Source: an optimization exercise on an open RTL-to-GDS flow (aim: small area). Production flows keep margins and buffers that such runs may drop.
Only simulation tests tie the RTL to the original design; equivalence was not proved.
No activity file was given, so power comes from the tool's default toggle rates.

## the baseline
Design clutchcamassy, start of the top module:
module clutchcamassy(clk, rst, clch_latch, power, cont_angle, clch_angle, rc1, rc2, rc3, rc4, rc5, rc6, rc7, rc8, rc9, rc12, rl1, rl2, rl3, rl10, sccb);
Size in the first run: roughly 83 I/O pins.
Settings: LEC_CHECK=0, ABC_AREA=1, CAP_MARGIN=20, CORE_MARGIN=2, CORE_UTILIZATION=40, CTS_BUF_LIST=sky130_fd_sc_hd__clkbuf_4, CTS_CLUSTER_DIAMETER=200, CTS_CLUSTER_SIZE=20, SLEW_MARGIN=20; clock period 35.0 ns.
standard.sh (not shown) runs the stock make flow with config.mk's settings and CLKGATE_MAP_FILE= SYNTH_SCRIPT=/design/flow/synth_recipe.tcl, a recipe that flattens the netlist after the stock synthesis.
==> flow/flow/run.sh <==
#!/bin/bash
# Own layout flow: the standard flow, with three changes that cut cell area.
#  1. After the standard synthesis, the combinational cells between the flip-flops are re-mapped
#     by Yosys/ABC for area (flow/reopt.tcl with flow/remap.abc). Every flip-flop keeps its cell
#     and its name.
#  2. Port buffers are buf_1 (BUFFER_PORTS_ARGS), not the larger cell buffer_ports picks itself.
#  3. The constant-0 outputs share one tie cell (SKIP_REPAIR_TIE_FANOUT) instead of one each.
# Each tool's full output goes to a log file in this folder.
set -euo pipefail
here=$(pwd)
res=$here/orfs/results/$FLOW_PLATFORM/clutchcamassy/base
YOSYS=${YOSYS_EXE:-$FLOW_HOME/../tools/install/yosys/bin/yosys}
[[ -x $YOSYS ]] || YOSYS=yosys

bash standard.sh synth > log_1_synth.txt 2>&1

cp $res/1_2_yosys.v $here/standard_synth.v
REOPT_IN=$here/standard_synth.v REOPT_OUT=$here/reopt.v REOPT_SCRIPT=$here/flow/remap.abc \
  $YOSYS -c $here/flow/reopt.tcl > log_2_reopt.txt 2>&1
cp $here/reopt.v $res/1_2_yosys.v
touch $res/1_2_yosys.v
rm -f $res/1_synth.odb $res/1_synth.sdc

export SKIP_REPAIR_TIE_FANOUT=1
export BUFFER_PORTS_ARGS="-buffer_cell sky130_fd_sc_hd__buf_1"
bash standard.sh > log_3_layout.txt 2>&1
==> flow/flow/remap.abc <==
strash
dch -f
amap
topo
==> flow/flow/reopt.tcl <==
# Re-map the combinational cells of the standard synthesis netlist for area. Every flip-flop
# instance is kept as it is (same cell, same name); only the logic between them is re-mapped.
yosys -import
set lib $::env(FLOW_HOME)/platforms/sky130hd/lib/sky130_fd_sc_hd__tt_025C_1v80.lib
set in $::env(REOPT_IN)
set out $::env(REOPT_OUT)
set script $::env(REOPT_SCRIPT)
read_liberty -ignore_miss_func $lib
read_verilog $in
hierarchy -top $::env(FLOW_TOP)
setattr -mod -set keep_hierarchy 1 sky130_fd_sc_hd__df* sky130_fd_sc_hd__edf* sky130_fd_sc_hd__sdf*
flatten
opt_clean -purge
# keep the nets into the flip-flops' pins, so ABC treats them as outputs of the logic
yosys cd $::env(FLOW_TOP)
setattr -set keep 1 t:sky130_fd_sc_hd__df* %x:+\[D\] t:sky130_fd_sc_hd__df* %d
yosys cd
tee -o reopt_pre_stat.txt stat -liberty $lib
abc -liberty $lib -script $script $::env(FLOW_TOP)
opt_clean -purge
hilomap -singleton -hicell sky130_fd_sc_hd__conb_1 HI -locell sky130_fd_sc_hd__conb_1 LO
splitnets
opt_clean -purge
insbuf -buf sky130_fd_sc_hd__buf_4 A X
yosys rename -hide w:*.*
opt_clean -purge
tee -o reopt_stat.txt stat -liberty $lib
read_liberty -lib -overwrite $lib
check -assert
select $::env(FLOW_TOP)
write_verilog -noattr -nohex -nodec -selected $out
The following lists how the candidate was set up differently from the baseline:
# the baseline
export LEC_CHECK = 0
export ABC_AREA = 1
export CAP_MARGIN = 20
export CORE_MARGIN = 2
export CORE_UTILIZATION = 40
export CTS_BUF_LIST = sky130_fd_sc_hd__clkbuf_4
export CTS_CLUSTER_DIAMETER = 200
export CTS_CLUSTER_SIZE = 20
export SLEW_MARGIN = 20
create_clock -name core_clock -period 35.0 [get_ports {clk}]
# the candidate
export LEC_CHECK = 0
export ABC_AREA = 1
export CAP_MARGIN = 20
export CORE_MARGIN = 2
export CORE_UTILIZATION = 40
export CTS_BUF_LIST = sky130_fd_sc_hd__clkbuf_2 sky130_fd_sc_hd__clkbuf_4
export SLEW_MARGIN = 20
create_clock -name core_clock -period 35.0 [get_ports {clk}]
-- flow/flow/run.sh --
<<< the baseline, line 26
>>> the candidate, line 26
export CTS_ARGS="-repair_clock_nets -buf_list sky130_fd_sc_hd__clkbuf_2 -dont_use_dummy_load"
Notes after the runs:
Between the baseline and the candidate, the flow reports clock power decreasing by more than a quarter. The worst stage delay on the critical path on the candidate is in line with that on the baseline. The candidate vs. the baseline: overall routing resource usage now sits at about the same level, total power divided by cell area now sits lower, internal power component now sits lower.

-- separate check: timing with driven ports --
How much do the figures lean on ideal ports? The routed layouts below were timed once more, with nothing changed but the port constraints. Step 1 assumes that a clkbuf_16 drives the clock port and a buf_2 every other input. Step 2 also shifts input and output timing later by t, the mid clock arrival at the registers, as if the neighbouring blocks saw the same clock. a / b / c = ideal ports / drivers / drivers and shift; a / b = the first two.
run | t (ns) | setup WS [ns] | worst setup path at the end
the baseline | 0.288 | 25.121 / 25.101 / 25.390 | register to output
the candidate | 0.279 | 25.111 / 25.092 / 25.371 | register to output
After both steps setup and hold are still met in every run listed.
